Source: an optimization exercise on an open RTL-to-GDS flow (aim: small area, a short achievable clock period and few clock cycles per item). Production flows keep margins and buffers that such runs may drop.
Function was checked by simulation only, so behaviour that the tests miss may differ from the original.
Power and IR drop assume default switching activity.

**config.mk**
```make
export PLATFORM = sky130hd
export DESIGN_NAME = Cfu
export DESIGN_NICKNAME = Cfu
export VERILOG_FILES = /design/flow/design.v
export SDC_FILE = /design/flow/constraint.sdc
export NUM_CORES = 4
export LEC_CHECK = 0
export CAP_MARGIN = 20
export CORE_MARGIN = 2
export CORE_UTILIZATION = 45
export PLACE_DENSITY = 0.6
export SLEW_MARGIN = 20
```
**constraint.sdc**
```tcl
create_clock -name core_clock -period 15.0 [get_ports {clk}]
set_input_delay 3.0000 -clock core_clock [delete_from_list [all_inputs] [get_ports {clk}]]
set_output_delay 3.0000 -clock core_clock [all_outputs]
set_load 0.01 [all_outputs]
```
**design.v**
```verilog
module Cfu (
    input               cmd_valid,
    output              cmd_ready,
    input      [9:0]    cmd_payload_function_id,
    input      [31:0]   cmd_payload_inputs_0,
    input      [31:0]   cmd_payload_inputs_1,
    output reg          rsp_valid,
    input               rsp_ready,
    output reg [31:0]   rsp_payload_outputs_0,
    input               reset,
    input               clk
);
    reg [8:0] InputOffset;
    wire signed [15:0] prod_0, prod_1, prod_2, prod_3;
    assign prod_0 =  ($signed(cmd_payload_inputs_0[7 : 0]) + $signed(InputOffset))
                    * $signed(cmd_payload_inputs_1[7 : 0]);
    assign prod_1 =  ($signed(cmd_payload_inputs_0[15: 8]) + $signed(InputOffset))
                    * $signed(cmd_payload_inputs_1[15: 8]);
    assign prod_2 =  ($signed(cmd_payload_inputs_0[23:16]) + $signed(InputOffset))
                    * $signed(cmd_payload_inputs_1[23:16]);
    assign prod_3 =  ($signed(cmd_payload_inputs_0[31:24]) + $signed(InputOffset))
                    * $signed(cmd_payload_inputs_1[31:24]);
    wire signed [31:0] sum_prods;
    assign sum_prods = prod_0 + prod_1 + prod_2 + prod_3;
    assign cmd_ready = ~rsp_valid & ~calculating;
    reg [31:0] exp_input, exp_integer_bits;
    reg exp_input_valid;
    wire exp_finish;
    wire [31:0] exp_result;
    exp EXP (
        .clk(clk),
        .rst(reset),
        .x(exp_input),
        .integer_bits(exp_integer_bits[3:0]),
        .input_valid(exp_input_valid),
        .exp_x(exp_result),
        .output_valid(exp_finish)
    );
    reg [31:0] re_input;
    reg re_input_valid;
    wire [31:0] re_result;
    wire re_finish;
    reciprocal RECIPROCAL (
        .clk(clk),
        .rst(reset),
        .x(re_input),
        .input_valid(re_input_valid),
        .reciprocal(re_result),
        .output_valid(re_finish)
    );
    wire signed [31:0] quantized_result;
    reg [31:0] quantized_multiplier, quantized_shift, quantized_x;
    reg quan_input_valid;
    wire quan_finish;
    MultiplyByQuantizedMultiplier MBQM (
        .clk(clk),
        .x(quantized_x),
        .quantized_multiplier(quantized_multiplier),
        .shift(quantized_shift),
        .reset(reset),
        .result(quantized_result),
        .input_valid(quan_input_valid),
        .output_valid(quan_finish)
    );
    reg calculating;
    always @(posedge clk) begin
        if (reset) begin
            rsp_payload_outputs_0 <= 32'b0;
            rsp_valid <= 1'b0;
            calculating <= 0;
            exp_input <= 0;
            exp_input_valid <= 0;
            re_input <= 0;
            re_input_valid <= 0;
            quan_input_valid <= 0;
            InputOffset <= 0;
        end else if (rsp_valid) begin
            rsp_valid <= ~rsp_ready;
        end else if (cmd_valid && cmd_ready) begin
            if (cmd_payload_function_id[9:3] == 0) begin
                rsp_payload_outputs_0 <= 32'b0;
                InputOffset <= cmd_payload_inputs_0[8:0];
                rsp_valid <= 1'b1;
            end 
            else if (cmd_payload_function_id[9:3] == 1) begin
                rsp_payload_outputs_0 <= rsp_payload_outputs_0 + sum_prods;
                rsp_valid <= 1'b1;
            end 
            else if (cmd_payload_function_id[9:3] == 10) begin
                quantized_x <= cmd_payload_inputs_0;
                quantized_multiplier <= cmd_payload_inputs_1;
                rsp_valid <= 1'b1;
            end
            else if (cmd_payload_function_id[9:3] == 11) begin
                quantized_shift <= cmd_payload_inputs_0;
                quan_input_valid <= 1;
                calculating <= 1;
            end
            else if (cmd_payload_function_id[9:3] == 12) begin
                exp_input <= cmd_payload_inputs_0;
                exp_integer_bits <= cmd_payload_inputs_1;
                exp_input_valid <= 1;
                calculating <= 1;
            end
            else if (cmd_payload_function_id[9:3] == 13) begin
                re_input <= cmd_payload_inputs_0;
                re_input_valid <= 1;
                calculating <= 1;
            end
        end
        else if (exp_input_valid || re_input_valid || quan_input_valid) begin
            exp_input_valid <= 0;
            re_input_valid <= 0;
            quan_input_valid <= 0;
        end
        else if (exp_finish == 1) begin
            calculating <= 0;
            rsp_valid <= 1'b1;
            rsp_payload_outputs_0 <= exp_result;
        end
        else if (re_finish == 1) begin
            calculating <= 0;
            rsp_valid <= 1'b1;
            rsp_payload_outputs_0 <= re_result;
        end
        else if (quan_finish == 1) begin
            calculating <= 0;
            rsp_valid <= 1'b1;
            rsp_payload_outputs_0 <= quantized_result;
        end
    end
endmodule
module exp(
    input wire clk,
    input wire rst,
    input wire [31:0] x,
    input wire [3:0] integer_bits,
    input wire input_valid,
    output reg [31:0] exp_x,
    output reg output_valid
);
    localparam IDLE = 0, CALC = 1, DONE = 2, INIT = 3;
    reg [1:0] state;
    reg [2:0] i;
    reg [36:0] x_extention;
    reg [36:0] temp;  
    reg [73:0] x_power;
    reg [73:0] term;
    reg [15:0] multiplier [0:5];
    always @(posedge clk) begin
        if (rst) begin
            state <= IDLE;
            temp <= 37'd0;
            x_power <= 74'd0;
            term <= 74'd0;
            i <= 0;
            x_extention <= 37'd0;
            output_valid <= 0;
            multiplier[0] <= 16'b1000000000000000;
            multiplier[1] <= 16'b0010101010101010;
            multiplier[2] <= 16'b0000101010101010;
            multiplier[3] <= 16'b0000001000100010;
            multiplier[4] <= 0;
            multiplier[5] <= 0;
        end 
        else begin
            case(state)
                IDLE: begin
                    output_valid <= 0;
                    if (input_valid) begin
                        x_extention <= {6'b0, x[30:0]} << integer_bits;  
                        temp <= 64'd1 << 31;  
                        i <= 1;
                        state <= INIT;
                    end
                end
                INIT: begin
                    x_power <= (x_extention * x_extention) >> 31;
                    term <= x_extention;
                    i <= i + 1;
                    state <= CALC;
                end
                CALC: begin
                    if (i <= 6) begin
                        term <= (x_power * multiplier[i-2]) >> 16;
                        temp <= (i % 2 == 1) ? temp + term : temp - term;
                        x_power <= (x_power * x_extention) >> 31;
                        i <= i + 1;
                    end else begin
                        state <= DONE;
                    end
                end
                DONE: begin
                    state <= IDLE;
                    exp_x <= temp[31] == 1 ? temp[31:0] - 1 : temp[31:0];
                    output_valid <= 1;
                end
            endcase
        end
    end
endmodule
module reciprocal(
    input wire clk,
    input wire rst,
    input wire [31:0] x,
    input wire input_valid,
    output reg [31:0] reciprocal,
    output reg output_valid
);
    localparam [33:0] CONSTANT_48_OVER_17 = 34'b0_10_1101001011010010110100101101001;  
    localparam [33:0] CONSTANT_32_OVER_17 = 34'b0_01_1110000111100001111000011110000;  
    localparam IDLE = 0, INIT = 1, CALC1 = 2, CALC2 = 3, CALC3 = 4, CALC4 = 5, DONE = 6;
    reg [2:0] state; 
    reg [33:0] half_denominator;
    reg [33:0] xi;
    reg [33:0] half_denominator_times_xi;
    reg [33:0] one_minus_half_denominator_times_xi;
    reg [33:0] correction;
    wire [67:0] temp0 = CONSTANT_48_OVER_17 - ((half_denominator * CONSTANT_32_OVER_17) >> 31);
    wire [67:0] temp1 = (half_denominator * xi) >> 31;
    wire [67:0] temp2 = (xi * one_minus_half_denominator_times_xi) >> 31;
    integer iteration_count;
    always @(posedge clk) begin
        if (rst) begin
            state <= IDLE;
            half_denominator <= 0;
            xi <= 0;
            half_denominator_times_xi <= 0;
            one_minus_half_denominator_times_xi <= 0;
            correction <= 0;
            iteration_count <= 0;
            output_valid <= 0;
        end
        else begin
            case (state)
            IDLE: begin
                output_valid <= 0;
                reciprocal <= 0;
                if (input_valid) begin
                    state <= INIT;
                end
                half_denominator <= (x + (34'h1 << 31)) >> 1;
            end
            INIT: begin
                xi <= temp0[33:0];
                iteration_count <= 0;
                state <= CALC1;
            end
            CALC1: begin
                half_denominator_times_xi <= temp1[33:0];
                state <= CALC2;
            end
            CALC2: begin
                if (half_denominator_times_xi > (34'h1 << 31)) begin
                    one_minus_half_denominator_times_xi <= half_denominator_times_xi - (34'h1 << 31);
                end else begin
                    one_minus_half_denominator_times_xi <= (34'h1 << 31) - half_denominator_times_xi;
                end
                state <= CALC3;
            end
            CALC3: begin
                correction <= temp2[33:0];
                state <= CALC4;
            end
            CALC4: begin
                if (half_denominator_times_xi > (34'h1 << 31)) begin
                    xi <= xi - correction;
                end else begin
                    xi <= xi + correction;
                end
                iteration_count <= iteration_count + 1;
                if (iteration_count >= 3) begin
                    state <= DONE;
                end else begin
                    state <= CALC1;   
                end
            end
            DONE: begin
                reciprocal <= {xi[33], xi[31:1]};   
                output_valid <= 1;
                state <= IDLE;
            end
            endcase
        end
    end
endmodule
module MultiplyByQuantizedMultiplier
(
    input clk,
    input reset,
    input [31:0] x,
    input [31:0] quantized_multiplier,
    input [31:0] shift,
    output reg [31:0] result,
    input input_valid,
    output reg output_valid
);
    wire [31:0] left_shifted;
    wire [31:0] right_shift;
    wire [63:0] mul_result;
    assign left_shifted = x << (shift[31] ? 0 : shift);
    assign right_shift = (shift[31] ? -shift : 0);
    assign mul_result = $signed(left_shifted) * $signed(quantized_multiplier);
    reg valid_1;
    reg [63:0] mul_result_reg;
    reg [31:0] left_shifted_reg, right_shift_reg, quantized_multiplier_reg;
    always @(posedge clk) begin
        if (reset) begin
            valid_1 <= 0;
        end
        else if (input_valid) begin
            valid_1 <= 1;
            mul_result_reg <= mul_result;
            left_shifted_reg <= left_shifted;
            right_shift_reg <= right_shift;
            quantized_multiplier_reg <= quantized_multiplier;
        end 
        else begin
            valid_1 <= 0;
        end
    end
    wire [63:0] adjusted_mul_result;
    wire [31:0] nudge;
    wire overflow;
    wire [31:0] mul_high;
    assign overflow = (left_shifted_reg == quantized_multiplier_reg) && (left_shifted_reg == 32'h80000000);
    assign nudge = mul_result_reg[63] ? 32'hbfffffff : 32'h40000000;
    assign adjusted_mul_result = mul_result_reg + nudge;
    assign mul_high = overflow ? 32'h7fffffff : adjusted_mul_result[62:31];
    reg valid_2;
    reg [31:0] right_shift_reg2;
    reg [31:0] mul_high_reg2;
    always @(posedge clk) begin
        if (reset) begin
            valid_2 <= 0;
        end
        else if (valid_1) begin
            valid_2 <= 1;
            right_shift_reg2 <= right_shift_reg;
            mul_high_reg2 <= mul_high;
        end 
        else begin
            valid_2 <= 0;
        end
    end
    wire [31:0] remainder, threshold, mask;
    wire [31:0] x_shifted;
    assign mask = (32'h1 << right_shift_reg2) - 32'h1;
    assign remainder = mul_high_reg2 & mask;
    assign threshold = (mask >> 1) + (mul_high_reg2[31] ? 1 : 0);
    assign x_shifted = $signed(mul_high_reg2) >>> right_shift_reg2;
    reg valid_3;
    reg [31:0] remainder_reg3, threshold_reg3;
    reg [31:0] x_shifted_reg3;
    always @(posedge clk) begin
        if (reset) begin
            valid_3 <= 0;
        end
        else if (valid_2) begin
            valid_3 <= 1;
            remainder_reg3 <= remainder;
            threshold_reg3 <= threshold;
            x_shifted_reg3 <= x_shifted;
        end 
        else begin
            valid_3 <= 0;
        end
    end
    wire [31:0] x_rounded;
    assign x_rounded = x_shifted_reg3 + (remainder_reg3 > threshold_reg3 ? 1 : 0);
    always @(posedge clk) begin
        if (reset) begin
            output_valid <= 0;
        end
        else if (valid_3) begin
            output_valid <= 1;
            result <= x_rounded;
        end 
        else begin
            output_valid <= 0;
        end
    end
endmodule
```
**run.sh**
```bash
#!/bin/bash
# synth_recipe.tcl (not shown) runs the flow's synth.tcl, then flattens the netlist and writes it again
# the make line also repeats each setting of config.mk as NAME=value (left out here)
make -C /OpenROAD-flow-scripts/flow DESIGN_CONFIG=/design/flow/config.mk WORK_HOME=/design/flow/orfs CLKGATE_MAP_FILE= SYNTH_SCRIPT=/design/flow/synth_recipe.tcl finish
```
==> summary.txt <==
final timing paths:
| check | from | to | depth (start not counted) |
|---|---|---|---|
| setup / recovery | cmd_payload_inputs_0[0] | rsp_payload_outputs_0[30] | 46 |
| hold / removal | MBQM.right_shift_reg[11] | MBQM.right_shift_reg2[11] | 0 |
| setup reg to reg | quantized_shift[12] | MBQM.mul_result_reg[63] | 39 |
| hold reg to reg | MBQM.right_shift_reg[11] | MBQM.right_shift_reg2[11] | 0 |
cells in the final DEF, fill, tap and decap left out, types with 43 or more instances in the layout:
cell type        synthesis  routed
nand4_1                105     105
nand3_1                132     131
nand2b_1                93      91
buf_4                    0     476
o21a_1                  76      76
and2_1                1836    1836
nor2_1                 813     792
or3_1                   64      64
nor4_1                  72      72
edfxtp_1               516     516
dfxtp_4                  0      45
o21ai_0                398     395
mux2i_1                212     212
a21o_1                 218     218
xnor2_1                510     510
nor3_1                 206     201
a22oi_1                 43      43
clkdlybuf4s50_1          0     107
a211oi_1               149     148
a31oi_1                 55      54
inv_1                 7283    7283
ha_1                  2249    2248
o21bai_1                90      90
dfxtp_2                  0      94
xor2_1                 263     263
dfxtp_1                466     327
a21oi_1                811     810
o211ai_1                70      70
and3_1                 148     147
fa_1                  6399    6399
clkbuf_16                0     143
nand2_1               4847    4845
nor2b_1                118     109
Yosys cell counts (all sizes together), types with 105 or more instances:
| library cell | count | area, um2 |
|---|---|---|
| a211oi | 154 | 1190 |
| a21o | 218 | 1640 |
| a21oi | 813 | 4080 |
| and2 | 1837 | 11500 |
| and3 | 148 | 926 |
| buf | 115 | 495 |
| clkbuf | 1427 | 5360 |
| dfxtp | 466 | 9330 |
| edfxtp | 516 | 15500 |
| fa | 6399 | 128000 |
| ha | 2249 | 28100 |
| inv | 7290 | 27400 |
| mux2i | 212 | 2120 |
| nand2 | 4847 | 18200 |
| nand3 | 132 | 661 |
| nand4 | 105 | 657 |
| nor2 | 814 | 3060 |
| nor2b | 118 | 738 |
| nor3 | 211 | 1080 |
| o21ai | 430 | 2170 |
| xnor2 | 511 | 4480 |
| xor2 | 265 | 2350 |
stage by stage:
step / util / std cells
after floorplan: - / 30300
after global placement: 0.467 / 37500
after detailed placement: 0.467 / 37500
after CTS: 0.475 / 37800
after global routing: 0.475 / 37800
final: 0.475 / 37800
power groups by stage:
stage / Clock [W] / Sequential (W) / Combinational [W]
final: 0.00339 / 0.00331 / 0.0221
after global routing: 0.00356 / 0.00332 / 0.0242
after CTS: 0.00347 / 0.00330 / 0.0219
after detailed placement: 0 / 0.00336 / 0.0218
after global placement: 0 / 0.00335 / 0.0220
after floorplan: 0 / 0.00309 / 0.0151
area by class of cell:
class / instances / area [um2] / share of cell area
Clock inverter: 62 / 612 / 0.00210
Tap cell: 8120 / 10200 / 0.0348
Timing Repair Buffer: 590 / 4790 / 0.0164
Clock buffer: 182 / 3880 / 0.0133
Multi-Input combinational cell: 20500 / 220000 / 0.753
Sequential cell: 982 / 25100 / 0.0860
Antenna cell: 17 / 42.5 / 0.000146
Inverter: 7301 / 27400 / 0.0938
metal layers:
layer | wire [um] | part of all wire | track usage
met3 | 68300 | 0.081 | 0.0481
met2 | 392000 | 0.46 | 0.450
met4 | 31400 | 0.037 | 0.0862
met1 | 357000 | 0.42 | 0.383
met5 | 138 | 0.00016 | 0
cell families after synthesis:
group / count (synthesis)
buffers and inverters: 8843
adder cells (fa/ha/maj): 8648
AND/OR/NAND/NOR: 8566
AO/OA/AOI/OAI: 2260
flip-flops: 982
XOR/XNOR: 776
multiplexers: 271
==> impl_metrics.env <==
export IMPL_status="finished clean"
export IMPL_post_route_cells_drive_above_1_share=0.0358
export IMPL_netlist_area_um2=278000
export IMPL_route_detailed_vias_per_inst=5.34
export IMPL_count_of_flip_flops_with_a_built_in_enable_after_synthesis=516
export IMPL_placeableCoreArea_um2=615000
export IMPL_count_of_distinct_cell_types_in_the_synthesized_netlist=111
export IMPL_area_of_all_placed_cells_without_fillers_um2=292000
export IMPL_n_fill_cell=58500
export IMPL_tritoncts_num_buffers=135
export IMPL_post_synth_fa_ha_maj_area_fraction=0.563
export IMPL_holdCritPathClass="flip-flop to flip-flop"
export IMPL_cts_num_sinks=982
export IMPL_post_synth_xor_area_fraction=0.0246
export IMPL_post_cts_resized_instances=0
export IMPL_clk_latency_ns=0.89
export IMPL_cellLeakagePower_nw=140
export IMPL_fp_row_count=288
export IMPL_synth_compound_gate_area_share=0.0514
export IMPL_globalplace_congestion=0.937
export IMPL_finalPower_w=0.0288
export IMPL_report_final_setup_viol=0
export IMPL_post_cts_setup_buffers=0
export IMPL_critPathRequiredTime_ns=15.80
export IMPL_firstDrtPassIters=7
export IMPL_areaGrowthSynthToFinish_pct=5.15
export IMPL_powerDensity_nw_per_um2=98.5
export IMPL_critPathTopFamily="adder cells"
export IMPL_worstPathBufferInverterCount=5
export IMPL_critPathMaxStageDelay_ns=0.53
export IMPL_critical_path_top_delay_cell="fa_1"
export IMPL_tightestPinTransition_ns=1.25
export IMPL_post_synth_cell_area_avg_um2=9.15
export IMPL_fin_crit_sh=0.904
export IMPL_synth_top_family_by_area="adder cells"
export IMPL_async_flop_share=0
export IMPL_muxShareOfSynthArea=0.0112
export IMPL_hold_viol=0
export IMPL_skew_ns=0.0898
export IMPL_power_share_switching=0.510
export IMPL_cp_start_kind="input pin"
export IMPL_clockBufferDepth=4
export IMPL_first_global_vias=219000
export IMPL_drc=0
export IMPL_postSynth_topFlopCell="edfxtp_1"
export IMPL_timing_limited_maximum_frequency_ghz=0.0737
export IMPL_postCtsHoldBufs=0
export IMPL_placed_cell_area_um2=287000
export IMPL_synth_warning_count=5
export IMPL_critical_path_max_fanout=8
export IMPL_clk_pin_slew_worst_paths_ns=0.06
export IMPL_dr_total_vias=202000
export IMPL_die_width_um=790
export IMPL_power_frac_clock=0.118
export IMPL_crit_path_end_kind="flip-flop"
export IMPL_top_level_ports=112
export IMPL_critical_path_top_cell_by_count="fa_1"
export IMPL_die_area_um2=624000
export IMPL_critPathKind="input pin to flip-flop"
export IMPL_max_slew_vio_count=0
export IMPL_finalSetupTns_ns=0
export IMPL_gr_usage_all_layers=0.278
export IMPL_floorplan_die_height_um=790
export IMPL_worst_ep_arrival_time_ns=14.37
export IMPL_yosysSeqAreaShare=0.0894
export IMPL_register_bit_count_reported_by_yosys=982
export IMPL_holdWs_ns=0.417
export IMPL_cts_htree_levels=4
export IMPL_synthSimpleGateAreaFrac=0.141
export IMPL_net_switching_power_of_the_design_w=0.0147
export IMPL_reg2reg_slack_ns=1.88
export IMPL_max_cap_violations=0
export IMPL_wl_per_cell_um=22.5
export IMPL_floorplan_initialDensity=0.452
export IMPL_power_ir_vdd_worst_uv=1070
export IMPL_grt_pass1_wl_mm=1330
export IMPL_globalRoute_totalOverflow=0
export IMPL_rsz0062_at_grt="false"
export IMPL_finalCriticalPeriod_ns=13.56
export IMPL_postRouteAntennaNets=0
export IMPL_syn_num_nets=39100
export IMPL_largest_register_ffs=64
export IMPL_tritoncts="done"
export IMPL_pre_cts_ws_ns=0.679
export IMPL_initialDrtViolationCount=14900
export IMPL_grt_antenna_before_repair=55
export IMPL_pwr_share_seq=0.115
export IMPL_synthCells=30300
export IMPL_buffer_ports_inserted=108
export IMPL_hpwlAfterDp_mm=665
export IMPL_internal_power_w=0.0141
export IMPL_clock_tree_root_driver_cell="clkbuf_16"
export IMPL_wl_mm=848
export IMPL_max_slew_margin=0.156
export IMPL_fin_nets=38300
export IMPL_grt_start_max_net_pins=99
export IMPL_combPwrFrac=0.767
export IMPL_setup_ws_ns=1.44
Testbench counts, summed over its fixed seeds: cycles 15,804, items 3,342.

==> port drivers added, routing unchanged <==
Ports are ideal in the flow. The routed layout listed here was re-timed in OpenROAD. Step 1 (the two cells are an assumption about what drives the block):
set clk [get_ports {clk}]
set_driving_cell -lib_cell sky130_fd_sc_hd__clkbuf_16 $clk
set_driving_cell -lib_cell sky130_fd_sc_hd__buf_2 [delete_from_list [all_inputs] $clk]
Step 2, shift: input delay + t, output delay - t, t = (earliest + latest rising clock arrival at the registers) / 2. This alone moves slack from input paths to output paths. Three values: no drivers, after step 1, after step 2; two values: the first two.
t, ns: 0.956
setup slack, ns: 1.437 / 1.517 / 0.561
worst setup path at the end: input to register
worst slew at a driven data input, ns: 0.12
After both steps setup and hold are still met in this run. For this run, drivers alone change the setup slack by +0.080 ns; drivers and shift together by -0.876 ns.
